Background: an optimization exercise with open tools, aiming at small area. Do not read the settings as production practice. Function was checked by simulation only, so behaviour that the tests miss may differ from the original. Power and IR drop assume default switching activity.

==> flow/run.sh <==
#!/bin/bash
# synth_recipe.tcl (not shown) runs the flow's synth.tcl, then flattens the netlist and writes it again
# the make line also repeats each setting of config.mk as NAME=value (left out here)
make -C /OpenROAD-flow-scripts/flow DESIGN_CONFIG=/design/flow/config.mk WORK_HOME=/design/flow/orfs CLKGATE_MAP_FILE= SYNTH_SCRIPT=/design/flow/synth_recipe.tcl finish
==> flow/design.v <==
module L3Decoder (Y31, Y30, Y29, Y28, Y27, Y26, Y25, Y24, Y23, Y22, Y21, Y20, Y19, Y18, Y17, Y16, Y15, Y14, Y13, Y12, Y11, Y10, Y9, Y8, Y7, Y6, Y5, Y4, Y3, Y2, Y1, Y0, s, en); 
	output reg Y31, Y30, Y29, Y28, Y27, Y26, Y25, Y24, Y23, Y22, Y21, Y20, Y19, Y18, Y17, Y16, Y15, Y14, Y13, Y12, Y11, Y10, Y9, Y8, Y7, Y6, Y5, Y4, Y3, Y2, Y1, Y0; 
	input [4:0] s;
	input en; 
	always @(s or en)   begin 
		if (en == 1'b1) 
			case ( s ) 
				5'd0 : {Y31,Y30,Y29,Y28,Y27,Y26,Y25,Y24,Y23,Y22,Y21,Y20,Y19,Y18,Y17,Y16,Y15,Y14,Y13,Y12,Y11,Y10,Y9,Y8,Y7,Y6,Y5,Y4,Y3,Y2,Y1,Y0} = 32'h00000001;
				5'd1 : {Y31,Y30,Y29,Y28,Y27,Y26,Y25,Y24,Y23,Y22,Y21,Y20,Y19,Y18,Y17,Y16,Y15,Y14,Y13,Y12,Y11,Y10,Y9,Y8,Y7,Y6,Y5,Y4,Y3,Y2,Y1,Y0} = 32'h00000002;
				5'd2 : {Y31,Y30,Y29,Y28,Y27,Y26,Y25,Y24,Y23,Y22,Y21,Y20,Y19,Y18,Y17,Y16,Y15,Y14,Y13,Y12,Y11,Y10,Y9,Y8,Y7,Y6,Y5,Y4,Y3,Y2,Y1,Y0} = 32'h00000004;
				5'd3 : {Y31,Y30,Y29,Y28,Y27,Y26,Y25,Y24,Y23,Y22,Y21,Y20,Y19,Y18,Y17,Y16,Y15,Y14,Y13,Y12,Y11,Y10,Y9,Y8,Y7,Y6,Y5,Y4,Y3,Y2,Y1,Y0} = 32'h00000008; 
				5'd4 : {Y31,Y30,Y29,Y28,Y27,Y26,Y25,Y24,Y23,Y22,Y21,Y20,Y19,Y18,Y17,Y16,Y15,Y14,Y13,Y12,Y11,Y10,Y9,Y8,Y7,Y6,Y5,Y4,Y3,Y2,Y1,Y0} = 32'h00000010;
				5'd5 : {Y31,Y30,Y29,Y28,Y27,Y26,Y25,Y24,Y23,Y22,Y21,Y20,Y19,Y18,Y17,Y16,Y15,Y14,Y13,Y12,Y11,Y10,Y9,Y8,Y7,Y6,Y5,Y4,Y3,Y2,Y1,Y0} = 32'h00000020;
				5'd6 : {Y31,Y30,Y29,Y28,Y27,Y26,Y25,Y24,Y23,Y22,Y21,Y20,Y19,Y18,Y17,Y16,Y15,Y14,Y13,Y12,Y11,Y10,Y9,Y8,Y7,Y6,Y5,Y4,Y3,Y2,Y1,Y0} = 32'h00000040;
				5'd7 : {Y31,Y30,Y29,Y28,Y27,Y26,Y25,Y24,Y23,Y22,Y21,Y20,Y19,Y18,Y17,Y16,Y15,Y14,Y13,Y12,Y11,Y10,Y9,Y8,Y7,Y6,Y5,Y4,Y3,Y2,Y1,Y0} = 32'h00000080;
				5'd8 : {Y31,Y30,Y29,Y28,Y27,Y26,Y25,Y24,Y23,Y22,Y21,Y20,Y19,Y18,Y17,Y16,Y15,Y14,Y13,Y12,Y11,Y10,Y9,Y8,Y7,Y6,Y5,Y4,Y3,Y2,Y1,Y0} = 32'h00000100;
				5'd9 : {Y31,Y30,Y29,Y28,Y27,Y26,Y25,Y24,Y23,Y22,Y21,Y20,Y19,Y18,Y17,Y16,Y15,Y14,Y13,Y12,Y11,Y10,Y9,Y8,Y7,Y6,Y5,Y4,Y3,Y2,Y1,Y0} = 32'h00000200;
				5'd10: {Y31,Y30,Y29,Y28,Y27,Y26,Y25,Y24,Y23,Y22,Y21,Y20,Y19,Y18,Y17,Y16,Y15,Y14,Y13,Y12,Y11,Y10,Y9,Y8,Y7,Y6,Y5,Y4,Y3,Y2,Y1,Y0} = 32'h00000400;
				5'd11: {Y31,Y30,Y29,Y28,Y27,Y26,Y25,Y24,Y23,Y22,Y21,Y20,Y19,Y18,Y17,Y16,Y15,Y14,Y13,Y12,Y11,Y10,Y9,Y8,Y7,Y6,Y5,Y4,Y3,Y2,Y1,Y0} = 32'h00000800;
				5'd12: {Y31,Y30,Y29,Y28,Y27,Y26,Y25,Y24,Y23,Y22,Y21,Y20,Y19,Y18,Y17,Y16,Y15,Y14,Y13,Y12,Y11,Y10,Y9,Y8,Y7,Y6,Y5,Y4,Y3,Y2,Y1,Y0} = 32'h00001000;
				5'd13: {Y31,Y30,Y29,Y28,Y27,Y26,Y25,Y24,Y23,Y22,Y21,Y20,Y19,Y18,Y17,Y16,Y15,Y14,Y13,Y12,Y11,Y10,Y9,Y8,Y7,Y6,Y5,Y4,Y3,Y2,Y1,Y0} = 32'h00002000;
				5'd14: {Y31,Y30,Y29,Y28,Y27,Y26,Y25,Y24,Y23,Y22,Y21,Y20,Y19,Y18,Y17,Y16,Y15,Y14,Y13,Y12,Y11,Y10,Y9,Y8,Y7,Y6,Y5,Y4,Y3,Y2,Y1,Y0} = 32'h00004000;
				5'd15: {Y31,Y30,Y29,Y28,Y27,Y26,Y25,Y24,Y23,Y22,Y21,Y20,Y19,Y18,Y17,Y16,Y15,Y14,Y13,Y12,Y11,Y10,Y9,Y8,Y7,Y6,Y5,Y4,Y3,Y2,Y1,Y0} = 32'h00008000;
				5'd16: {Y31,Y30,Y29,Y28,Y27,Y26,Y25,Y24,Y23,Y22,Y21,Y20,Y19,Y18,Y17,Y16,Y15,Y14,Y13,Y12,Y11,Y10,Y9,Y8,Y7,Y6,Y5,Y4,Y3,Y2,Y1,Y0} = 32'h00010000;
				5'd17: {Y31,Y30,Y29,Y28,Y27,Y26,Y25,Y24,Y23,Y22,Y21,Y20,Y19,Y18,Y17,Y16,Y15,Y14,Y13,Y12,Y11,Y10,Y9,Y8,Y7,Y6,Y5,Y4,Y3,Y2,Y1,Y0} = 32'h00020000;
				5'd18: {Y31,Y30,Y29,Y28,Y27,Y26,Y25,Y24,Y23,Y22,Y21,Y20,Y19,Y18,Y17,Y16,Y15,Y14,Y13,Y12,Y11,Y10,Y9,Y8,Y7,Y6,Y5,Y4,Y3,Y2,Y1,Y0} = 32'h00040000;
				5'd19: {Y31,Y30,Y29,Y28,Y27,Y26,Y25,Y24,Y23,Y22,Y21,Y20,Y19,Y18,Y17,Y16,Y15,Y14,Y13,Y12,Y11,Y10,Y9,Y8,Y7,Y6,Y5,Y4,Y3,Y2,Y1,Y0} = 32'h00080000;
				5'd20: {Y31,Y30,Y29,Y28,Y27,Y26,Y25,Y24,Y23,Y22,Y21,Y20,Y19,Y18,Y17,Y16,Y15,Y14,Y13,Y12,Y11,Y10,Y9,Y8,Y7,Y6,Y5,Y4,Y3,Y2,Y1,Y0} = 32'h00100000;
				5'd21: {Y31,Y30,Y29,Y28,Y27,Y26,Y25,Y24,Y23,Y22,Y21,Y20,Y19,Y18,Y17,Y16,Y15,Y14,Y13,Y12,Y11,Y10,Y9,Y8,Y7,Y6,Y5,Y4,Y3,Y2,Y1,Y0} = 32'h00200000;
				5'd22: {Y31,Y30,Y29,Y28,Y27,Y26,Y25,Y24,Y23,Y22,Y21,Y20,Y19,Y18,Y17,Y16,Y15,Y14,Y13,Y12,Y11,Y10,Y9,Y8,Y7,Y6,Y5,Y4,Y3,Y2,Y1,Y0} = 32'h00400000;
				5'd23: {Y31,Y30,Y29,Y28,Y27,Y26,Y25,Y24,Y23,Y22,Y21,Y20,Y19,Y18,Y17,Y16,Y15,Y14,Y13,Y12,Y11,Y10,Y9,Y8,Y7,Y6,Y5,Y4,Y3,Y2,Y1,Y0} = 32'h00800000;
				5'd24: {Y31,Y30,Y29,Y28,Y27,Y26,Y25,Y24,Y23,Y22,Y21,Y20,Y19,Y18,Y17,Y16,Y15,Y14,Y13,Y12,Y11,Y10,Y9,Y8,Y7,Y6,Y5,Y4,Y3,Y2,Y1,Y0} = 32'h01000000;
				5'd25: {Y31,Y30,Y29,Y28,Y27,Y26,Y25,Y24,Y23,Y22,Y21,Y20,Y19,Y18,Y17,Y16,Y15,Y14,Y13,Y12,Y11,Y10,Y9,Y8,Y7,Y6,Y5,Y4,Y3,Y2,Y1,Y0} = 32'h02000000;
				5'd26: {Y31,Y30,Y29,Y28,Y27,Y26,Y25,Y24,Y23,Y22,Y21,Y20,Y19,Y18,Y17,Y16,Y15,Y14,Y13,Y12,Y11,Y10,Y9,Y8,Y7,Y6,Y5,Y4,Y3,Y2,Y1,Y0} = 32'h04000000;
				5'd27: {Y31,Y30,Y29,Y28,Y27,Y26,Y25,Y24,Y23,Y22,Y21,Y20,Y19,Y18,Y17,Y16,Y15,Y14,Y13,Y12,Y11,Y10,Y9,Y8,Y7,Y6,Y5,Y4,Y3,Y2,Y1,Y0} = 32'h08000000;
				5'd28: {Y31,Y30,Y29,Y28,Y27,Y26,Y25,Y24,Y23,Y22,Y21,Y20,Y19,Y18,Y17,Y16,Y15,Y14,Y13,Y12,Y11,Y10,Y9,Y8,Y7,Y6,Y5,Y4,Y3,Y2,Y1,Y0} = 32'h10000000;
				5'd29: {Y31,Y30,Y29,Y28,Y27,Y26,Y25,Y24,Y23,Y22,Y21,Y20,Y19,Y18,Y17,Y16,Y15,Y14,Y13,Y12,Y11,Y10,Y9,Y8,Y7,Y6,Y5,Y4,Y3,Y2,Y1,Y0} = 32'h20000000;
				5'd30: {Y31,Y30,Y29,Y28,Y27,Y26,Y25,Y24,Y23,Y22,Y21,Y20,Y19,Y18,Y17,Y16,Y15,Y14,Y13,Y12,Y11,Y10,Y9,Y8,Y7,Y6,Y5,Y4,Y3,Y2,Y1,Y0} = 32'h40000000;
				5'd31: {Y31,Y30,Y29,Y28,Y27,Y26,Y25,Y24,Y23,Y22,Y21,Y20,Y19,Y18,Y17,Y16,Y15,Y14,Y13,Y12,Y11,Y10,Y9,Y8,Y7,Y6,Y5,Y4,Y3,Y2,Y1,Y0} = 32'h80000000;
				default: {Y31,Y30,Y29,Y28,Y27,Y26,Y25,Y24,Y23,Y22,Y21,Y20,Y19,Y18,Y17,Y16,Y15,Y14,Y13,Y12,Y11,Y10,Y9,Y8,Y7,Y6,Y5,Y4,Y3,Y2,Y1,Y0} = 32'hxxxxxxxx; 
			endcase 
		else {Y31,Y30,Y29,Y28,Y27,Y26,Y25,Y24,Y23,Y22,Y21,Y20,Y19,Y18,Y17,Y16,Y15,Y14,Y13,Y12,Y11,Y10,Y9,Y8,Y7,Y6,Y5,Y4,Y3,Y2,Y1,Y0} = 32'h00000000; 
	end 
endmodule
module L3MUX(out, s, i31, i30, i29, i28, i27, i26, i25, i24, i23, i22, i21, i20, i19, i18, i17, i16, i15, i14, i13, i12, i11, i10, i9, i8, i7, i6, i5, i4, i3, i2, i1, i0);
   input [31:0] i0, i1, i2, i3, i4, i5, i6, i7, i8, i9, i10, i11, i12, i13, i14, i15, i16, i17, i18, i19, i20, i21, i22, i23, i24, i25, i26, i27, i28, i29, i30, i31;
   input [4:0] s;
   output reg [31:0] out;
	always @(s or i0 or i1 or i2 or i3 or i4 or i5 or i6 or i7 or i8 or i9 or i10 or i11 or i12 or i13 or i14 or i15 or i16 or i17 or i18 or i19 or i20 or i21 or i22 or i23 or i24 or i25 or i26 or i27 or i28 or i29 or i30 or i31)
	begin
		case (s)
			5'd0  : out = i0;
			5'd1  : out = i1;
			5'd2  : out = i2;
			5'd3  : out = i3;
			5'd4  : out = i4;
			5'd5  : out = i5;
			5'd6  : out = i6;
			5'd7  : out = i7;
			5'd8  : out = i8;
			5'd9  : out = i9;
			5'd10 : out = i10;
			5'd11 : out = i11;
			5'd12 : out = i12;
			5'd13 : out = i13;
			5'd14 : out = i14;
			5'd15 : out = i15;
			5'd16 : out = i16;
			5'd17 : out = i17;
			5'd18 : out = i18;
			5'd19 : out = i19;
			5'd20 : out = i20;
			5'd21 : out = i21;
			5'd22 : out = i22;
			5'd23 : out = i23;
			5'd24 : out = i24;
			5'd25 : out = i25;
			5'd26 : out = i26;
			5'd27 : out = i27;
			5'd28 : out = i28;
			5'd29 : out = i29;
			5'd30 : out = i30;
			5'd31 : out = i31; 
			default : out = 32'hxxxxxxx;
		endcase
	end
endmodule
module L3Register (q, data, clk, reset, enable);
	input [31:0] data ;
	input clk, reset, enable; 
	output  reg [31:0] q; 
	always @ ( posedge clk or posedge reset) 
		if (reset==1'b1) begin 
			q <= 32'h00000000; 
		end 
		else if (enable) begin 
			q <= data; 
		end
endmodule
module LAB_3 (rd1,rd2,ra1,ra2,wa,wd,Clk,WE,rst);
	input [31:0] wd;
	input [4:0] ra1,ra2,wa;
	input Clk, WE, rst;
	output [31:0] rd1,rd2;
	wire Y31, Y30, Y29, Y28, Y27, Y26, Y25, Y24, Y23, Y22, Y21, Y20, Y19, Y18, Y17, Y16, Y15, Y14, Y13, Y12, Y11, Y10, Y9, Y8, Y7, Y6, Y5, Y4, Y3, Y2, Y1, Y0; 
	wire [31:0] Q31, Q30, Q29, Q28, Q27, Q26, Q25, Q24, Q23, Q22, Q21, Q20, Q19, Q18, Q17, Q16, Q15, Q14, Q13, Q12, Q11, Q10, Q9, Q8, Q7, Q6, Q5, Q4, Q3, Q2, Q1, Q0; 
	L3Decoder dec(Y31, Y30, Y29, Y28, Y27, Y26, Y25, Y24, Y23, Y22, Y21, Y20, Y19, Y18, Y17, Y16, Y15, Y14, Y13, Y12, Y11, Y10, Y9, Y8, Y7, Y6, Y5, Y4, Y3, Y2, Y1, Y0, 
					  wa,WE);
	assign Q0 = 32'h00000000;
	L3Register r1 (Q1 , wd,Clk,rst,Y1);
	L3Register r2 (Q2 , wd,Clk,rst,Y2);
	L3Register r3 (Q3 , wd,Clk,rst,Y3);
	L3Register r4 (Q4 , wd,Clk,rst,Y4);
	L3Register r5 (Q5 , wd,Clk,rst,Y5);
	L3Register r6 (Q6 , wd,Clk,rst,Y6);
	L3Register r7 (Q7 , wd,Clk,rst,Y7);
	L3Register r8 (Q8 , wd,Clk,rst,Y8);
	L3Register r9 (Q9 , wd,Clk,rst,Y9);
	L3Register r10(Q10, wd,Clk,rst,Y10);
	L3Register r11(Q11, wd,Clk,rst,Y11);
	L3Register r12(Q12, wd,Clk,rst,Y12);
	L3Register r13(Q13, wd,Clk,rst,Y13);
	L3Register r14(Q14, wd,Clk,rst,Y14);
	L3Register r15(Q15, wd,Clk,rst,Y15);
	L3Register r16(Q16, wd,Clk,rst,Y16);
	L3Register r17(Q17, wd,Clk,rst,Y17);
	L3Register r18(Q18, wd,Clk,rst,Y18);
	L3Register r19(Q19, wd,Clk,rst,Y19);
	L3Register r20(Q20, wd,Clk,rst,Y20);
	L3Register r21(Q21, wd,Clk,rst,Y21);
	L3Register r22(Q22, wd,Clk,rst,Y22);
	L3Register r23(Q23, wd,Clk,rst,Y23);
	L3Register r24(Q24, wd,Clk,rst,Y24);
	L3Register r25(Q25, wd,Clk,rst,Y25);
	L3Register r26(Q26, wd,Clk,rst,Y26);
	L3Register r27(Q27, wd,Clk,rst,Y27);
	L3Register r28(Q28, wd,Clk,rst,Y28);
	L3Register r29(Q29, wd,Clk,rst,Y29);
	L3Register r30(Q30, wd,Clk,rst,Y30);
	L3Register r31(Q31, wd,Clk,rst,Y31);
	L3MUX mux1 (rd1, ra1, Q31, Q30, Q29, Q28, Q27, Q26, Q25, Q24, Q23, Q22, Q21, Q20, Q19, Q18, Q17, Q16, Q15, Q14, Q13, Q12, Q11, Q10, Q9, Q8, Q7, Q6, Q5, Q4, Q3, Q2, Q1, Q0);
	L3MUX mux2 (rd2, ra2, Q31, Q30, Q29, Q28, Q27, Q26, Q25, Q24, Q23, Q22, Q21, Q20, Q19, Q18, Q17, Q16, Q15, Q14, Q13, Q12, Q11, Q10, Q9, Q8, Q7, Q6, Q5, Q4, Q3, Q2, Q1, Q0);
endmodule
==> flow/constraint.sdc <==
create_clock -name core_clock -period 6.0 [get_ports {Clk}]
set_input_delay 1.2000 -clock core_clock [delete_from_list [all_inputs] [get_ports {Clk}]]
set_output_delay 1.2000 -clock core_clock [all_outputs]
set_load 0.01 [all_outputs]
==> flow/config.mk <==
export PLATFORM = sky130hd
export DESIGN_NAME = LAB_3
export DESIGN_NICKNAME = LAB_3
export VERILOG_FILES = /design/flow/design.v
export SDC_FILE = /design/flow/constraint.sdc
export NUM_CORES = 4
export LEC_CHECK = 0
export CAP_MARGIN = 20
export CORE_MARGIN = 2
export CORE_UTILIZATION = 40
export SETUP_SLACK_MARGIN = 0.3
export SLEW_MARGIN = 20
==> impl_metrics.env, run 1 <==
export IMPL_status="finished clean"
export IMPL_min_period_over_period=0.9764
export IMPL_vias=43772
export IMPL_ys_seq_area_frac=0.4941
export IMPL_grt_pass1_vias=42242
export IMPL_path_max_fanout=16
export IMPL_avgSynthCellArea_um2=12.03
export IMPL_num_nets_final=4359
export IMPL_coreArea_mm2=0.1251
export IMPL_drc=0
export IMPL_fin_tns_setup_ps=0
export IMPL_crit_path_end_kind="primary output"
export IMPL_holdPathStages=1
export IMPL_grt_pass1_wl_um=349000
export IMPL_path_class="primary input to primary output"
export IMPL_yosys_cell_types_count=62
export IMPL_clk_pin_slew_ps=70
export IMPL_viasPerCell=7.216
export IMPL_die_area_mm2=0.1285
export IMPL_rsz0062_at_grt="true"
export IMPL_synthToLayoutAreaGrowth_pct=18.15
export IMPL_drive_gt1_frac=0.3844
export IMPL_initial_core_util=0.4017
export IMPL_grt_max_degree=143
export IMPL_leakagePower_nw=26.49
export IMPL_io_buffers=113
export IMPL_root_buffer="clkbuf_16"
export IMPL_drv_slew=0
export IMPL_nFillCells=11218
export IMPL_die_w_um=358.4
export IMPL_ios=114
export IMPL_power_density_mw_per_mm2=332.9
export IMPL_drt_total_wl_um=255700
export IMPL_clockBufferDepth=3
export IMPL_synth_edf_count=0
export IMPL_die_h_um=358.4
export IMPL_dp_hpwl_um=161500
export IMPL_regArea_mm2=0.02482
export IMPL_r2r_cells=1
export IMPL_multi_input_area_mm2=0.02417
export IMPL_num_rows=130
export IMPL_ant_nets=0
export IMPL_rr_startpoint="r12.q[23]"
export IMPL_fin_crit_ps=5858
export IMPL_synth_flop_cell="dfrtp_1"
export IMPL_setup_viol=0
export IMPL_cap_violations=0
export IMPL_drtPass1Iterations=10
export IMPL_ys_ff_latch=992
export IMPL_synth_area_mm2=0.05024
export IMPL_cts_made_buffers=109
export IMPL_grt_ovfl_total=0
export IMPL_final_common_cell="mux2_2"
export IMPL_worstHoldEndpoint="r4.q[10]"
export IMPL_hp_class="register to register"
export IMPL_tightest_slew_ps=1258
export IMPL_drt_iter0_markers=7327
export IMPL_whs_ps=520.2
export IMPL_gp_congestion=0.9854
export IMPL_cts_sinks=992
export IMPL_yosysWarnings=3
export IMPL_critPathLaunchType="primary input"
export IMPL_slew_headroom=0.1596
export IMPL_synth_async_reset_ratio=1.000
export IMPL_track_usage=0.3920
export IMPL_ir_drop_uv=230.4
export IMPL_rrSetupSlack_ps=5070
export IMPL_worstHoldStart="r4.q[10]"
export IMPL_r2r_end="r12.q[23]"
export IMPL_insertion_delay_ps=730
export IMPL_avgRoutedWirePerCell_um=42.15
export IMPL_worstPathRequired_ps=4800
export IMPL_antenna_found_initial=18
export IMPL_crit_arrival_ps=4660
export IMPL_final_cell_mix="1009 x mux2_2, 992 x dfrtp_1, 611 x a22oi_1"
export IMPL_finalClockSkew_ps=0
export IMPL_finalHoldViolCount=0
export IMPL_cts_tree="done"
export IMPL_h_tree_depth=3
export IMPL_fmax_mhz=170.7
export IMPL_syn_inst=4177
[where the power goes]
part	switching (W)	total, W	internal, W
Clock	0.00304	0.00745	0.00441
Sequential	0.00130	0.00930	0.00800
Combinational	0.00144	0.00301	0.00157
Total	0.00579	0.0198	0.0140
[stage by stage]
stage	std cells	util	setup WS, ps	total power (W)	area (um^2)
final	6066	0.4746	141.5	0.01976	59360
after global routing	6053	0.4743	267.5	0.02031	59330
after CTS	6036	0.4731	300.3	0.01963	59170
after detailed placement	5824	0.4410	66.38	0.01227	55160
after global placement	5823	0.4407	70.35	0.01219	55120
after floorplan	4177	-	-8866	0.01077	50240
[routing by layer]
metal | vias to the layer above | track usage | routed length (um)
met5 | - | 0 | 213
met4 | 14 | 0.2436 | 19850
met3 | 1144 | 0.1424 | 36720
met2 | 3910 | 0.5439 | 102700
met1 | 22235 | 0.5175 | 96210
li1 | 16469 | - | -
[final cells by class]
type,count,area share
diodes,14,0.0005902
clock buffers,143,0.05219
clock inverters,61,0.01362
inverters,6,0.0004426
multi-input cells,2751,0.4072
flip-flops and latches,992,0.4182
well taps,1650,0.03478
repair buffers,449,0.07295
[Yosys cell counts, types with 47 or more instances]
library cell | count | share of area
clkbuf_1 | 281 | 0.021
a2111oi_0 | 70 | 0.012
nand4_1 | 121 | 0.015
mux2i_1 | 72 | 0.014
nand3_1 | 104 | 0.010
a22o_1 | 47 | 0.0082
buf_2 | 73 | 0.0073
dfrtp_1 | 992 | 0.49
buf_1 | 51 | 0.0038
and3_1 | 223 | 0.028
nand2_1 | 71 | 0.0053
mux2_2 | 1009 | 0.23
a22oi_1 | 611 | 0.091
or4_1 | 52 | 0.0078
nor2_1 | 92 | 0.0069
[worst max-delay path: stages]
cell,delay [ps]
clkdlybuf4s50_1,450
buf_12,170
nand3b_2,320
nor2_4,1030
buf_4,380
a22oi_1,110
nand4_1,160
or4_1,240
clkdlybuf4s50_1,580
[cells by family (layout without fill, tap and decap cells)]
| group | after synthesis | after routing | share of synthesized area |
|---|---|---|---|
| multiplexers | 1087 | 1087 | 0.2432 |
| other | 0 | 14 | 0 |
| AND/OR/NAND/NOR | 798 | 798 | 0.09339 |
| flip-flops | 992 | 992 | 0.4941 |
| AO/OA/AOI/OAI | 866 | 866 | 0.1325 |
| buffers and inverters | 434 | 659 | 0.03686 |
[worst max-delay path by stage]
stage / startpoint / end / slack (ps)
6_report: ra2[2] / rd2[10] / 140
5_1_grt: ra2[2] / rd2[5] / 270
4_1_cts: ra2[2] / rd2[2] / 300
3_5_place_dp: ra1[0] / rd1[18] / 70
3_3_place_gp: ra1[0] / rd1[18] / 70
2_1_floorplan: rst / r1.q[0] / -8870
[timing repair]
item / 4_1_cts / 5_1_grt
pin swaps: 4 / 6
gates resized for setup: 8 / 14
buffers inserted: 8 / 16
hold buffers: 0 / 0
setup endpoints to repair: 32 / 23
==> inputs of run 2 (changes only) <==
==> flow/design.v (replaced) <==
module L3Decoder (Y, s, en);
	output [31:0] Y;
	input [4:0] s;
	input en;
	genvar i;
	generate
		for (i = 0; i < 32; i = i + 1) begin : g
			assign Y[i] = en & (s == i);
		end
	endgenerate
endmodule
module L3AOI222 (y_n, s, d);
	output y_n;
	input [2:0] s, d;
	assign y_n = ~|(s & d);
endmodule
module L3MUXBIT (y, s, d);
	output y;
	input [30:0] s, d;
	wire [10:0] t;
	genvar k;
	generate
		for (k = 0; k < 10; k = k + 1) begin : g
			L3AOI222 a (t[k], s[3*k +: 3], d[3*k +: 3]);
		end
	endgenerate
	assign t[10] = ~(s[30] & d[30]);
	assign y = ~&t;
endmodule
module L3MUX (out, sel, q);
	output [31:0] out;
	input [31:1] sel;
	input [32*31-1:0] q;
	genvar b, i;
	generate
		for (b = 0; b < 32; b = b + 1) begin : g
			wire [30:0] d;
			for (i = 0; i < 31; i = i + 1) begin : c
				assign d[i] = q[32*i + b];
			end
			L3MUXBIT m (out[b], sel, d);
		end
	endgenerate
endmodule
module L3Register (d, wd, q, we, nwe);
	output [31:0] d;
	input [31:0] wd, q;
	input we, nwe;
	assign d = ({32{we}} & wd) | ({32{nwe}} & q);
endmodule
module LAB_3 (rd1,rd2,ra1,ra2,wa,wd,Clk,WE,rst);
	input [31:0] wd;
	input [4:0] ra1,ra2,wa;
	input Clk, WE, rst;
	output [31:0] rd1,rd2;
	wire [31:0] wsel, rsel1, rsel2;
	wire [32*31-1:0] Q;
	reg [31:1] valid;
	L3Decoder decw (wsel, wa, WE);
	L3Decoder dec1 (rsel1, ra1, 1'b1);
	L3Decoder dec2 (rsel2, ra2, 1'b1);
	always @(posedge Clk or posedge rst)
		if (rst)
			valid <= 31'h0;
		else
			valid <= valid | wsel[31:1];
	genvar i;
	generate
		for (i = 1; i < 32; i = i + 1) begin : r
			reg [31:0] q;
			wire [31:0] d;
			L3Register wm (d, wd, q, wsel[i], ~wsel[i]);
			always @(posedge Clk)
				q <= d;
			assign Q[32*(i-1) +: 32] = q;
		end
	endgenerate
	L3MUX mux1 (rd1, rsel1[31:1] & valid, Q);
	L3MUX mux2 (rd2, rsel2[31:1] & valid, Q);
endmodule
--- a/flow/config.mk
+++ b/flow/config.mk
@@ -11,2 +11,3 @@
 export SETUP_SLACK_MARGIN = 0.3
 export SLEW_MARGIN = 20
+export SYNTH_HIERARCHICAL = 1
==> run 2 against run 1 <==
Against the previous run:
- combinational power is 38% lower
- non-clock buffer count decreased by 142
- worst hold slack worse by 48 ps
- highest routed layer unchanged
- still clean on timing, DRC and antenna
- critical path depth stayed put
- sequential share of layout area is 1.5 points higher
- largest power group unchanged
- wire length fell by 30%
- via count down 13%
- clock-buffer cell count grew 15
==> impl_metrics.env, run 2 <==
export IMPL_status="finished clean"
export IMPL_r2r_end="valid[26]"
export IMPL_power_density_mw_per_mm2=376.7
export IMPL_insertion_delay_ps=690
export IMPL_track_usage=0.3190
export IMPL_die_area_mm2=0.1054
export IMPL_final_cell_mix="992 x dfxtp_1, 930 x a22o_1, 640 x a222oi_1"
export IMPL_clockBufferDepth=3
export IMPL_ir_drop_uv=265.3
export IMPL_ios=114
export IMPL_num_rows=117
export IMPL_drv_slew=0
export IMPL_root_buffer="clkbuf_16"
export IMPL_drt_total_wl_um=178800
export IMPL_fmax_mhz=175.7
export IMPL_largest_reg_flops=992
export IMPL_io_buffers=113
export IMPL_final_common_cell="dfxtp_1"
export IMPL_crit_end="rd2[2]"
export IMPL_avgRoutedWirePerCell_um=35.43
export IMPL_cts_made_buffers=103
export IMPL_avgSynthCellArea_um2=12.24
export IMPL_path_class="primary input to primary output"
export IMPL_syn_inst=3361
export IMPL_grt_ovfl_total=0
export IMPL_vias=38135
export IMPL_setup_viol=0
export IMPL_initial_core_util=0.4037
export IMPL_crit_path_end_kind="primary output"
export IMPL_finalHoldViolCount=0
export IMPL_cts_sinks=1023
export IMPL_yosysWarnings=7
export IMPL_synth_area_mm2=0.04114
export IMPL_rrSetupSlack_ps=5240
export IMPL_cap_violations=0
export IMPL_cts_tree="done"
export IMPL_grt_max_degree=35
export IMPL_slew_headroom=0.3076
export IMPL_dp_hpwl_um=107200
export IMPL_rr_startpoint="valid[26]"
export IMPL_r2r_cells=1
export IMPL_viasPerCell=7.554
export IMPL_cp_startpoint="ra2[1]"
export IMPL_fin_crit_ps=5692
export IMPL_drtPass1Iterations=14
export IMPL_grt_pass1_vias=35660
export IMPL_hp_class="register to register"
export IMPL_worstPathRequired_ps=4800
export IMPL_drive_gt1_frac=0.1430
export IMPL_num_nets_final=3643
export IMPL_die_h_um=324.7
export IMPL_coreArea_mm2=0.1019
export IMPL_synthToLayoutAreaGrowth_pct=15.67
export IMPL_antenna_found_initial=4
export IMPL_leakagePower_nw=19.41
export IMPL_grt_pass1_wl_um=254400
export IMPL_tightest_slew_ps=1039
export IMPL_clk_pin_slew_ps=60
export IMPL_ant_nets=0
export IMPL_die_w_um=324.7
export IMPL_whs_ps=471.8
export IMPL_drc=0
export IMPL_fin_tns_setup_ps=0
export IMPL_finalClockSkew_ps=0
export IMPL_worstHoldStart="valid[31]"
export IMPL_drt_iter0_markers=9204
export IMPL_min_period_over_period=0.9487
export IMPL_regMostFlops="r.q"
export IMPL_rsz0062_at_grt="false"
export IMPL_path_max_fanout=22
export IMPL_crit_arrival_ps=4490
export IMPL_critPathLaunchType="primary input"
export IMPL_top_regs="r.q x992, valid x31"
export IMPL_h_tree_depth=3
export IMPL_gp_congestion=0.9441
## run 2: worst min-delay path by stage
stage | to | cells after the start
floorplan | valid[10] | 1
global placement | valid[4] | 1
detailed placement | valid[31] | 1
CTS | valid[31] | 1
global route | valid[23] | 1
finish | valid[31] | 1
## run 2: power breakdown
group | leakage [nW] | internal, W | switching, W
Clock | 1.74 | 0.00396 | 0.00283
Combinational | 9.06 | 0.00109 | 0.000785
Sequential | 8.61 | 0.00817 | 0.00110
Total | 19.4 | 0.0132 | 0.00471
## run 2: per-layer routing
layer | wire length, um | track usage
met1 | 68250 | 0.4189
met2 | 75940 | 0.4770
met3 | 25330 | 0.1005
met4 | 9271 | 0.1464
met5 | 27 | 0
## run 2: cell type report
type | instances | area, um^2
antenna | 2 | 5.005
clock buffer | 158 | 3118
clock inverter | 32 | 417.9
fill | 9236 | 54300
inverter | 32 | 120.1
multi-input combinational | 2126 | 18620
sequential | 1023 | 20630
tap | 1368 | 1712
timing repair buffer | 307 | 2953
## run 2: per-stage QoR
stage / util / area, um^2 / std cells / setup slack (ps) / total power, W
final: 0.4670 / 47580 / 5048 / 307.8 / 0.01792
after global routing: 0.4670 / 47580 / 5046 / 308.8 / 0.01847
after CTS: 0.4657 / 47450 / 5040 / 265.9 / 0.01781
after detailed placement: 0.4307 / 43880 / 4849 / 165.5 / 0.01112
after global placement: 0.4307 / 43880 / 4849 / 163.5 / 0.01105
after floorplan: - / 41190 / 3376 / 2046 / 0.01028
## run 2: repair_timing
item,in CTS,in global routing
buffers inserted,1,6
gates cloned,0,0
pin swaps,6,25
hold buffers,0,0
resized for setup,19,34
endpoints found under the setup margin,29,56
## run 2: worst max-delay path, stage by stage
cell             delay (ps)
clkdlybuf4s50_1         550
or2_4                   190
buf_4                   110
nor2_1                   40
and2_4                  250
a222oi_1                650
nand4_1                 460
a2111o_1                510
clkdlybuf4s50_1         500
==> inputs of run 3 (changes only) <==
--- a/flow/design.v
+++ b/flow/design.v
@@ -1,10 +1,10 @@
 module L3Decoder (Y, s, en);
-	output [31:0] Y;
+	output [31:1] Y;
 	input [4:0] s;
-	input en;
+	input [31:1] en;
 	genvar i;
 	generate
-		for (i = 0; i < 32; i = i + 1) begin : g
-			assign Y[i] = en & (s == i);
+		for (i = 1; i < 32; i = i + 1) begin : g
+			assign Y[i] = en[i] & (s == i);
 		end
 	endgenerate
@@ -43,9 +43,19 @@
 	endgenerate
 endmodule
+module L3WrBit (d, wd, q, we, nwe);
+	output d;
+	input wd, q, we, nwe;
+	assign d = (we & wd) | (nwe & q);
+endmodule
 module L3Register (d, wd, q, we, nwe);
 	output [31:0] d;
 	input [31:0] wd, q;
 	input we, nwe;
-	assign d = ({32{we}} & wd) | ({32{nwe}} & q);
+	genvar b;
+	generate
+		for (b = 0; b < 32; b = b + 1) begin : g
+			L3WrBit wb (d[b], wd[b], q[b], we, nwe);
+		end
+	endgenerate
 endmodule
 module LAB_3 (rd1,rd2,ra1,ra2,wa,wd,Clk,WE,rst);
@@ -54,15 +64,15 @@
 	input Clk, WE, rst;
 	output [31:0] rd1,rd2;
-	wire [31:0] wsel, rsel1, rsel2;
+	wire [31:1] wsel, rsel1, rsel2;
 	wire [32*31-1:0] Q;
 	reg [31:1] valid;
-	L3Decoder decw (wsel, wa, WE);
-	L3Decoder dec1 (rsel1, ra1, 1'b1);
-	L3Decoder dec2 (rsel2, ra2, 1'b1);
+	L3Decoder decw (wsel, wa, {31{WE}});
+	L3Decoder dec1 (rsel1, ra1, valid);
+	L3Decoder dec2 (rsel2, ra2, valid);
 	always @(posedge Clk or posedge rst)
 		if (rst)
 			valid <= 31'h0;
 		else
-			valid <= valid | wsel[31:1];
+			valid <= valid | wsel;
 	genvar i;
 	generate
@@ -76,5 +86,5 @@
 		end
 	endgenerate
-	L3MUX mux1 (rd1, rsel1[31:1] & valid, Q);
-	L3MUX mux2 (rd2, rsel2[31:1] & valid, Q);
+	L3MUX mux1 (rd1, rsel1, Q);
+	L3MUX mux2 (rd2, rsel2, Q);
 endmodule
==> flow/flow/run.sh (new file) <==
#!/bin/bash
# Standard ORFS layout with two changes: the port buffers start as the
# smallest buffer (repair_design still sizes them up where needed), and the
# clock tree uses small clock buffers in small clusters, without dummy loads.
set -euo pipefail
export BUFFER_PORTS_ARGS="-buffer_cell sky130_fd_sc_hd__buf_1"
export CTS_ARGS="-sink_clustering_enable -repair_clock_nets -dont_use_dummy_load -buf_list {sky130_fd_sc_hd__clkbuf_4 sky130_fd_sc_hd__clkbuf_8} -sink_clustering_size 16 -sink_clustering_max_diameter 60"
bash standard.sh > standard.log 2>&1
==> flow/standard.sh (new file) <==
#!/bin/bash
# synth_recipe.tcl (not shown) runs the flow's synth.tcl, then flattens the netlist and writes it again
# the make line also repeats each setting of config.mk as NAME=value (left out here)
make -C /OpenROAD-flow-scripts/flow DESIGN_CONFIG=/design/flow/config.mk WORK_HOME=/design/flow/orfs CLKGATE_MAP_FILE= SYNTH_SCRIPT=/design/flow/synth_recipe.tcl "${@:-finish}"
--- a/flow/config.mk
+++ b/flow/config.mk
@@ -9,5 +9,5 @@
 export CORE_MARGIN = 2
 export CORE_UTILIZATION = 40
-export SETUP_SLACK_MARGIN = 0.3
+export SETUP_SLACK_MARGIN = 0.1
 export SLEW_MARGIN = 20
 export SYNTH_HIERARCHICAL = 1
removed: flow/run.sh
==> run 3 against run 2 <==
Against the previous run:
- non-clock buffer count shrank 110
- sequential share of layout area grew 4.9 points
- synthesized cell count shrank 7.3%
- still clean on timing, DRC and antenna
- critical endpoint is now rd2[14]
- worst setup slack gained 270 ps
==> impl_metrics.env, run 3 <==
export IMPL_final_cell_mix="992 x a22o_1, 992 x dfxtp_1, 640 x a222oi_1"
export IMPL_finalHoldViolCount=0
export IMPL_grt_max_degree=35
export IMPL_regArea_mm2=0.02063
export IMPL_avgSynthCellArea_um2=12.44
export IMPL_nFillCells=9031
export IMPL_power_density_mw_per_mm2=346.5
export IMPL_fin_area_mm2=0.04271
export IMPL_synth_edf_count=0
export IMPL_io_buffers=113
export IMPL_power_w=0.01480
export IMPL_synth_area_mm2=0.03876
export IMPL_yosysWarnings=7
export IMPL_viasPerCell=8.040
export IMPL_fin_tns_setup_ps=0
export IMPL_cap_violations=0
export IMPL_grt_pass1_vias=34614
export IMPL_crit_path_end_kind="primary output"
export IMPL_synth_simple_area_share=0.05646
export IMPL_cts_resized=0
export IMPL_largest_reg_flops=992
export IMPL_synthMuxAreaShare=0
export IMPL_cts_made_buffers=82
export IMPL_yosysTopAreaCell="dfxtp_1"
export IMPL_min_period_over_period=0.9033
export IMPL_multi_input_area_mm2=0.01812
export IMPL_syn_inst=3115
export IMPL_place_area_mm2=0.04153
export IMPL_initial_core_util=0.4020
export IMPL_ir_drop_uv=194.4
export IMPL_drc=0
export IMPL_fin_crit_ps=5420
export IMPL_setup_viol=0
export IMPL_clockBufferDepth=3
export IMPL_drtPass1Iterations=14
export IMPL_r2r_end="valid[25]"
export IMPL_regMostFlops="r.q"
export IMPL_synth_xor_area_share=0
export IMPL_crit_arrival_ps=4220
export IMPL_ios=114
export IMPL_rr_startpoint="valid[25]"
export IMPL_drv_slew=0
export IMPL_clk_pin_slew_ps=80
export IMPL_worstHoldEndpoint="valid[5]"
export IMPL_die_w_um=315.3
export IMPL_path_max_fanout=32
export IMPL_finalClockSkew_ps=0
export IMPL_hp_class="register to register"
export IMPL_cts_tree="done"
export IMPL_gp_congestion=0.9530
export IMPL_synth_compound_area_frac=0.4080
export IMPL_r2r_cells=1
export IMPL_path_class="primary input to primary output"
export IMPL_top_regs="r.q x992, valid x31"
export IMPL_ys_seq_area_frac=0.5324
export IMPL_yosys_cell_types_count=18
export IMPL_cts_sinks=1023
export IMPL_antenna_found_initial=25
export IMPL_synth_flop_cell="dfxtp_1"
export IMPL_worstHoldStart="valid[5]"
export IMPL_synth_top_area_frac=0.5124
export IMPL_dp_hpwl_um=105500
export IMPL_h_tree_depth=3
export IMPL_grt_ovfl_total=0
export IMPL_track_usage=0.3524
export IMPL_insertion_delay_ps=770
export IMPL_synthAdderAreaFrac=0
export IMPL_drt_total_wl_um=183400
export IMPL_whs_ps=480.5
export IMPL_root_buffer="clkbuf_8"
export IMPL_drive_gt1_frac=0.08544
export IMPL_avgRoutedWirePerCell_um=39.21
export IMPL_vias=37602
export IMPL_rsz0062_at_grt="false"
export IMPL_num_rows=114
export IMPL_fmax_mhz=184.5
export IMPL_worstPathRequired_ps=4800
export IMPL_critPathLaunchType="primary input"
export IMPL_num_nets_final=3446
export IMPL_tightest_slew_ps=1301
export IMPL_coreArea_mm2=0.09642
export IMPL_synthToLayoutAreaGrowth_pct=10.19
export IMPL_holdPathStages=1
export IMPL_status="finished clean"
export IMPL_post_cts_buffers=0
export IMPL_synthTopCellsByArea="dfxtp_1 51%, a22o_1 22%, a222oi_1 17%"
export IMPL_slew_headroom=0.1324
export IMPL_die_h_um=315.3
export IMPL_leakagePower_nw=17.36
export IMPL_ys_ff_latch=1023
export IMPL_die_area_mm2=0.09940
export IMPL_grt_pass1_wl_um=258200
export IMPL_drt_iter0_markers=10448
export IMPL_synth_top_family_by_area="compound AO/OA/AOI/OAI gates"
export IMPL_cts_hold_buf=0
export IMPL_rrSetupSlack_ps=5220
export IMPL_synth_common_cells="992 x a22o_1, 992 x dfxtp_1, 640 x a222oi_1"
export IMPL_synth_async_reset_ratio=0.03030
export IMPL_ant_nets=0
[run 3: worst max-delay path, cell delays in order]
cell	delay [ps]
buf_1	400
nor2b_1	200
and3_2	560
a222oi_1	540
nand4_1	610
a2111o_1	550
buf_1	150
[run 3: worst max path at each step]
stage | from | endpoint | slack (ps) | cells past startpoint
finish | ra2[3] | rd2[14] | 580 | 7
global route | ra2[3] | rd2[13] | 640 | 7
CTS | ra2[3] | rd2[14] | 880 | 7
detailed placement | ra2[3] | rd2[14] | 880 | 7
global placement | ra2[1] | rd2[21] | 960 | 7
floorplan | ra1[2] | rd1[0] | 2070 | 5
[run 3: cells by family (layout without fill, tap and decap cells)]
family	count (synthesis)	in the layout
other	0	7
buffers and inverters	32	311
DFF	1023	1023
and+or+nand+nor	364	364
AOI/OAI and AO/OA	1696	1696
[run 3: final cells by class]
| class | instances | share of cell area |
|---|---|---|
| Clock buffer | 82 | 0.02643 |
| Tap cell | 1276 | 0.03738 |
| Antenna cell | 7 | 0.0004101 |
| Inverter | 32 | 0.002812 |
| Multi-Input combinational cell | 2060 | 0.4243 |
| Timing Repair Buffer | 197 | 0.02555 |
| Sequential cell | 1023 | 0.4832 |
[run 3: Yosys stat by module (local to each module, per instance), excerpt]
module	cells inside	area (um^2)	flip-flops and latches
LAB_3	1086	20950	1023
L3AOI222	1	10.01	0
L3MUXBIT	4	27.53	0
L3WrBit	1	8.758	0
L3Decoder	47	317.8	0
[run 3: power breakdown]
| part | leakage (nW) | switching (W) | internal, W |
|---|---|---|---|
| clock | 0.590 | 0.00231 | 0.00123 |
| combinational | 8.16 | 0.000940 | 0.00106 |
| sequential | 8.61 | 0.00112 | 0.00815 |
| total | 17.4 | 0.00436 | 0.0104 |
[run 3: per-stage QoR]
| stage | std cells | worst slack [ps] | utilization |
|---|---|---|---|
| floorplan | 3115 | 2072 | - |
| global placement | 4587 | 961.5 | 0.4308 |
| detailed placement | 4587 | 884.8 | 0.4308 |
| CTS | 4669 | 881.4 | 0.4425 |
| global route | 4674 | 637.1 | 0.4429 |
| finish | 4677 | 580.0 | 0.4429 |
[run 3: layer usage]
layer  up-vias  GRT usage  share of wire
met4        24     0.1528          0.052
met3       681     0.1447           0.17
met5         -          0        0.00091
li1      15074          -              -
met2      3567     0.4861           0.40
met1     18256     0.4793           0.38
==> inputs of run 4 (changes only) <==
--- a/flow/design.v
+++ b/flow/design.v
@@ -1,10 +1,23 @@
+module L3Sel (y, en, a, b);
+	output y;
+	input en, a, b;
+	assign y = en & a & b;
+endmodule
 module L3Decoder (Y, s, en);
 	output [31:1] Y;
 	input [4:0] s;
 	input [31:1] en;
+	wire [3:0] lo;
+	wire [7:0] hi;
 	genvar i;
 	generate
+		for (i = 0; i < 4; i = i + 1) begin : l
+			assign lo[i] = (s[1:0] == i);
+		end
+		for (i = 0; i < 8; i = i + 1) begin : h
+			assign hi[i] = (s[4:2] == i);
+		end
 		for (i = 1; i < 32; i = i + 1) begin : g
-			assign Y[i] = en[i] & (s == i);
+			L3Sel sel (Y[i], en[i], lo[i % 4], hi[i / 4]);
 		end
 	endgenerate
--- a/flow/config.mk
+++ b/flow/config.mk
@@ -9,4 +9,5 @@
 export CORE_MARGIN = 2
 export CORE_UTILIZATION = 40
+export PLACE_DENSITY = 0.8
 export SETUP_SLACK_MARGIN = 0.1
 export SLEW_MARGIN = 20
==> run 4 against run 3 <==
Against the previous run:
- non-clock buffer count grew 40
- critical endpoint is now rd2[1]
- critical path type unchanged
- clock power shrank 5%
- largest cell class unchanged
- critical path depth grew 1
- synthesized cell count shrank 0.39%
- cell count grew 0.41%
- sequential share of layout area is essentially flat
- worst hold slack gained 9.4 ps
- first-iteration DRC count grew 6.1%
==> impl_metrics.env, run 4 <==
export IMPL_holdPathStages=1
export IMPL_die_h_um=314.8
export IMPL_r2r_end="valid[10]"
export IMPL_finalClockSkew_ps=0
export IMPL_cts_hold_buf=0
export IMPL_fin_tns_setup_ps=0
export IMPL_avgSynthCellArea_um2=12.46
export IMPL_crit_path_end_kind="primary output"
export IMPL_tightest_slew_ps=1275
export IMPL_gp_congestion=1.032
export IMPL_num_nets_final=3467
export IMPL_worstPathRequired_ps=4800
export IMPL_min_period_over_period=0.9523
export IMPL_cts_made_buffers=75
export IMPL_coreArea_mm2=0.09628
export IMPL_cts_sinks=1023
export IMPL_synth_area_mm2=0.03865
export IMPL_fin_crit_ps=5714
export IMPL_final_cell_mix="992 x a22o_1, 992 x dfxtp_1, 640 x a222oi_1"
export IMPL_grt_max_degree=35
export IMPL_root_buffer="clkbuf_8"
export IMPL_leakagePower_nw=17.44
export IMPL_avgRoutedWirePerCell_um=36.24
export IMPL_worst_path_largest_cell_delay_ps=1140
export IMPL_use_met3=0.1531
export IMPL_fin_cells=4696
export IMPL_largest_reg_flops=992
export IMPL_setup_viol=0
export IMPL_critPathLaunchType="primary input"
export IMPL_crit_arrival_ps=4510
export IMPL_yosysTopAreaCell="dfxtp_1"
export IMPL_rsz0062_at_grt="false"
export IMPL_hp_class="register to register"
export IMPL_viasPerCell=8.236
export IMPL_synth_async_reset_ratio=0.03030
export IMPL_slowest_stage="and3_1"
export IMPL_syn_inst=3103
export IMPL_insertion_delay_ps=720
export IMPL_gr_usage_met1=0.4074
export IMPL_clk_pin_slew_ps=90
export IMPL_top_regs="r.q x992, valid x31"
export IMPL_grt_busiest_layer="met2"
export IMPL_num_rows=114
export IMPL_drtPass1Iterations=22
export IMPL_vias=38678
export IMPL_fmax_mhz=175.0
export IMPL_place_inst=4616
export IMPL_synth_common_cells="992 x a22o_1, 992 x dfxtp_1, 640 x a222oi_1"
export IMPL_drv_slew=0
export IMPL_power_density_mw_per_mm2=341.9
export IMPL_cap_violations=0
export IMPL_grt_ovfl_total=0
export IMPL_synth_flop_cell="dfxtp_1"
export IMPL_drt_total_wl_um=170200
export IMPL_post_cts_buffers=0
export IMPL_crit_top_cell="buf_1"
export IMPL_drt_iter0_markers=11086
export IMPL_synthToLayoutAreaGrowth_pct=10.60
export IMPL_drc=0
export IMPL_ys_ff_latch=1023
export IMPL_ant_nets=0
export IMPL_drive_gt1_frac=0.08521
export IMPL_die_w_um=314.8
export IMPL_initial_core_util=0.4014
export IMPL_path_max_fanout=22
export IMPL_rrSetupSlack_ps=5250
export IMPL_worstHoldEndpoint="valid[22]"
export IMPL_cts_resized=0
export IMPL_cp_top_family="simple AND/OR/NAND/NOR gates"
export IMPL_slew_headroom=0.1501
export IMPL_h_tree_depth=3
export IMPL_rr_startpoint="valid[10]"
export IMPL_met2_usage=0.4535
export IMPL_path_cells="buf_1 > nor2b_1 > and3_1 > buf_4 > a222oi_1 > nand4_1 > a2111o_1 > buf_1"
export IMPL_synthTopCellsByArea="dfxtp_1 51%, a22o_1 22%, a222oi_1 17%"
export IMPL_status="finished clean"
export IMPL_ys_seq_area_frac=0.5339
export IMPL_path_class="primary input to primary output"
export IMPL_synth_top_area_frac=0.5138
export IMPL_die_area_mm2=0.09913
export IMPL_worstHoldStart="valid[22]"
export IMPL_yosys_cell_types_count=17
export IMPL_finalHoldViolCount=0
export IMPL_cts_tree="done"
export IMPL_clockBufferDepth=3
export IMPL_synth_edf_count=0
export IMPL_antenna_found_initial=17
export IMPL_ir_drop_uv=172.8
export IMPL_dp_hpwl_um=99530
export IMPL_cp_startpoint="ra2[0]"
export IMPL_worst_path_buf_inv=3
export IMPL_grt_pass1_vias=35857
export IMPL_ios=114
export IMPL_grt_pass1_wl_um=242500
export IMPL_yosysWarnings=7
export IMPL_track_usage=0.3230
export IMPL_r2r_cells=1
export IMPL_io_buffers=113
export IMPL_regMostFlops="r.q"
## run 4: logic make-up (layout without fill, tap and decap cells)
group	after synthesis	in the layout	share of synthesized area
AO/OA/AOI/OAI	1696	1696	0.4092
flip-flops	1023	1023	0.5339
AND/OR/NAND/NOR	352	352	0.05380
buffers and inverters	32	344	0.003108
other	0	5	0
## run 4: worst max-delay path by stage
| stage | to | cells after the start |
|---|---|---|
| final | rd2[1] | 8 |
| after global routing | rd2[25] | 8 |
| after CTS | rd2[0] | 8 |
| after detailed placement | rd2[0] | 8 |
| after global placement | rd2[0] | 8 |
| after floorplan | rd1[0] | 5 |
## run 4: layout make-up
| class | count | area, um^2 |
|---|---|---|
| fill | 8762 | 53530 |
| sequential | 1023 | 20630 |
| inverter | 32 | 120.1 |
| tap | 1276 | 1597 |
| antenna | 5 | 12.51 |
| clock buffer | 75 | 1032 |
| multi-input combinational | 2048 | 17990 |
| timing repair buffer | 237 | 1355 |
## run 4: Yosys stat by module, one instance, submodules excluded, excerpt
module / flip-flops and latches / cell area (um^2)
L3AOI222: 0 / 10.01
L3Decoder: 0 / 87.58
L3MUXBIT: 0 / 27.53
L3Sel: 0 / 6.256
L3WrBit: 0 / 8.758
LAB_3: 1023 / 20950
## run 4: metrics by stage
stage	power, W	hold WS, ps	worst slack, ps	util	area, um^2
3_3_place_gp	0.01111	453.9	754.2	0.4331	41700
2_1_floorplan	0.01036	438.1	2065	-	38650
5_1_grt	0.01504	498.7	410.9	0.4439	42740
3_5_place_dp	0.01124	461.5	641.1	0.4331	41700
4_1_cts	0.01441	484.6	634.5	0.4438	42730
6_report	0.01461	489.9	286.3	0.4440	42750
## run 4: routing by layer
metal  wire (um)  part of all wire  up-vias
li1            -                 -    15092
met1       58450              0.34    18423
met2       67310              0.40     4224
met3       32440              0.19      917
met4       11830             0.070       22
met5         148           0.00087        -
## run 4: report_power, final
group	internal [W]	total [W]	switching, W
sequential	0.00815	0.00926	0.00111
combinational	0.00107	0.00202	0.000954
clock	0.00113	0.00334	0.00221
total	0.0103	0.0146	0.00427
==> inputs of run 5 (changes only) <==
--- a/flow/config.mk
+++ b/flow/config.mk
@@ -8,5 +8,5 @@
 export CAP_MARGIN = 20
 export CORE_MARGIN = 2
-export CORE_UTILIZATION = 40
+export CORE_UTILIZATION = 55
 export PLACE_DENSITY = 0.8
 export SETUP_SLACK_MARGIN = 0.1
==> run 5 against run 4 <==
Against the previous run:
- still clean
- cell count down 6.3%
- register-to-register slack about the same
- clock-buffer cell count increased by 1
- global-route usage up 13 points
- power grew 0.47%
- clock skew is the same
- non-clock buffer count is 37 higher
- via count up 3.6%
- area after synthesis unchanged
- fmax increased by 7.1%
- clock power about the same
- wire length rose by 2.1%
- largest power group unchanged
==> impl_metrics.env, run 5 <==
export IMPL_drt_iter0_markers=11522
export IMPL_track_usage=0.4572
export IMPL_whs_ps=481.8
export IMPL_hp_class="register to register"
export IMPL_num_nets_final=3505
export IMPL_gp_congestion=0.9910
export IMPL_clockBufferDepth=3
export IMPL_antenna_found_initial=12
export IMPL_holdPathStages=1
export IMPL_path_max_fanout=18
export IMPL_initial_core_util=0.5538
export IMPL_rrSetupSlack_ps=5250
export IMPL_num_rows=97
export IMPL_critPathLaunchType="primary input"
export IMPL_dp_hpwl_um=99430
export IMPL_ys_seq_area_frac=0.5339
export IMPL_fin_crit_ps=5337
export IMPL_place_area_mm2=0.04153
export IMPL_worstHoldStart="valid[29]"
export IMPL_status="finished clean"
export IMPL_syn_inst=3103
export IMPL_cts_sinks=1023
export IMPL_synth_top_family_by_area="compound AO/OA/AOI/OAI gates"
export IMPL_die_h_um=269.1
export IMPL_path_class="primary input to primary output"
export IMPL_use_met3=0.2072
export IMPL_cts_hold_buf=0
export IMPL_yosys_cell_types_count=17
export IMPL_ios=114
export IMPL_synth_compound_area_frac=0.4092
export IMPL_grt_busiest_layer="met2"
export IMPL_avgSynthCellArea_um2=12.46
export IMPL_slew_headroom=0.1718
export IMPL_viasPerCell=9.108
export IMPL_root_buffer="clkbuf_8"
export IMPL_gr_usage_met1=0.5506
export IMPL_io_buffers=113
export IMPL_grt_ovfl_total=0
export IMPL_grt_pass1_wl_um=248600
export IMPL_synth_top_area_frac=0.5138
export IMPL_synth_async_reset_ratio=0.03030
export IMPL_ir_drop_uv=177.8
export IMPL_synth_flop_cell="dfxtp_1"
export IMPL_finalClockSkew_ps=0
export IMPL_worstPathRequired_ps=4800
export IMPL_r2r_cells=1
export IMPL_r2r_end="valid[8]"
export IMPL_power_density_mw_per_mm2=344.7
export IMPL_ys_ff_latch=1023
export IMPL_place_ws_ps=927.4
export IMPL_synth_simple_area_share=0.05380
export IMPL_rr_startpoint="valid[8]"
export IMPL_drt_total_wl_um=173700
export IMPL_coreArea_mm2=0.06979
export IMPL_drv_slew=0
export IMPL_finalHoldViolCount=0
export IMPL_insertion_delay_ps=660
export IMPL_synthTopCellsByArea="dfxtp_1 51%, a22o_1 22%, a222oi_1 17%"
export IMPL_h_tree_depth=3
export IMPL_die_area_mm2=0.07241
export IMPL_avgRoutedWirePerCell_um=39.48
export IMPL_yosysTopAreaCell="dfxtp_1"
export IMPL_synthToLayoutAreaGrowth_pct=10.19
export IMPL_largest_reg_flops=992
export IMPL_clk_pin_slew_ps=100
export IMPL_cts_resized=0
export IMPL_min_period_over_period=0.8895
export IMPL_grt_max_degree=35
export IMPL_top_regs="r.q x992, valid x31"
export IMPL_synth_common_cells="992 x a22o_1, 992 x dfxtp_1, 640 x a222oi_1"
export IMPL_met2_usage=0.6422
export IMPL_final_cell_mix="992 x a22o_1, 992 x dfxtp_1, 640 x a222oi_1"
export IMPL_rsz0062_at_grt="false"
export IMPL_synth_xor_area_share=0
export IMPL_vias=40068
export IMPL_cts_tree="done"
export IMPL_fin_tns_setup_ps=0
export IMPL_worstHoldEndpoint="valid[29]"
export IMPL_crit_arrival_ps=4140
export IMPL_cts_made_buffers=76
export IMPL_synthAdderAreaFrac=0
export IMPL_leakagePower_nw=17.69
export IMPL_cap_violations=0
export IMPL_fmax_mhz=187.4
export IMPL_synth_edf_count=0
export IMPL_post_cts_buffers=0
export IMPL_yosysWarnings=7
export IMPL_setup_ws_ps=663.0
export IMPL_die_w_um=269.1
export IMPL_synth_area_mm2=0.03865
export IMPL_ant_nets=0
export IMPL_setup_viol=0
export IMPL_regMostFlops="r.q"
export IMPL_crit_path_end_kind="primary output"
export IMPL_grt_pass1_vias=39175
export IMPL_drtPass1Iterations=22
export IMPL_tightest_slew_ps=1242
export IMPL_drive_gt1_frac=0.08051
export IMPL_drc=0
export IMPL_synthMuxAreaShare=0
export IMPL_fin_area_mm2=0.04259
## run 5: per-layer routing
metal | wire length, um | part of all wire
met5 | 251 | 0.0014
met4 | 15830 | 0.091
met3 | 32910 | 0.19
met2 | 68180 | 0.39
met1 | 56500 | 0.33
## run 5: area by class of cell
class | instances | area, um^2
timing repair buffer | 274 | 1670
sequential | 1023 | 20630
antenna | 6 | 15.01
fill | 5485 | 27200
multi-input combinational | 2048 | 17930
inverter | 32 | 120.1
clock buffer | 76 | 1046
tap | 940 | 1176
## run 5: kinds of logic after synthesis
logic type	after synthesis
buf+inv	32
flops	1023
simple gates	352
compound gates	1696
## run 5: worst max-delay path, cell delays in order
cell and delay (ps):
buf_1 320, and3b_2 290, and3_1 570, buf_4 440, a222oi_1 510, nand4_1 200, a2111o_1 430, buf_1 150
## run 5: per-module statistics from Yosys, one instance, submodules excluded, excerpt
module | flops+latches | cells inside | times used | cell area [um^2]
L3MUXBIT | 0 | 4 | 64 | 27.53
L3Decoder | 0 | 12 | 3 | 87.58
L3WrBit | 0 | 1 | 992 | 8.758
LAB_3 | 1023 | 1086 | 1 | 20950
L3Sel | 0 | 1 | 93 | 6.256
L3AOI222 | 0 | 1 | 640 | 10.01
## run 5: how the worst max path moves through the flow
stage / startpoint / to / slack, ps / cells past startpoint
after floorplan: ra1[4] / rd1[0] / 2060 / 5
after global placement: ra1[3] / rd1[7] / 980 / 8
after detailed placement: ra1[3] / rd1[7] / 930 / 8
after CTS: ra1[3] / rd1[7] / 930 / 8
after global routing: ra1[3] / rd1[7] / 790 / 8
final: ra1[3] / rd1[7] / 660 / 8
## run 5: where the power goes
part           switching, W  internal [W]
combinational      0.000972       0.00107
sequential          0.00113       0.00815
clock               0.00222       0.00114
## run 5: through the flow
stage                 util  power, W  std cells
finish              0.6103   0.01468       4399
global route        0.6101   0.01505       4394
CTS                 0.6101   0.01443       4393
detailed placement  0.5951   0.01126       4317
global placement    0.5951   0.01103       4317
floorplan                -   0.01036       3103

## port drivers added, routing unchanged
No port has a modelled driver above. Below, the same layouts with a new extraction and two added sets of constraints. Step 1, drivers: a clkbuf_16 drives Clk and a buf_2 each remaining input, both assumed. Step 2, shift: input delay + t, output delay - t, t = (earliest + latest rising clock arrival at the registers) / 2. This alone moves slack from input paths to output paths. a / b / c = no drivers / after step 1 / after step 2; a / b = the first two.
run	shift t [ns]	setup WS [ns]	hold WS [ns]	worst register clock-pin slew, ns
run 1	0.795	0.142 / 0.113 / 0.113	0.520 / 0.520 / 0.520	0.07 / 0.07
run 2	0.756	0.308 / 0.283 / 0.283	0.472 / 0.472 / 0.472	0.07 / 0.07
run 3	0.800	0.580 / 0.554 / 0.554	0.480 / 0.480 / 0.480	0.11 / 0.11
run 4	0.796	0.286 / 0.252 / 0.252	0.490 / 0.490 / 0.490	0.11 / 0.11
run 5	0.758	0.663 / 0.629 / 0.629	0.482 / 0.482 / 0.482	0.11 / 0.11
After both steps setup and hold are still met in every run listed.
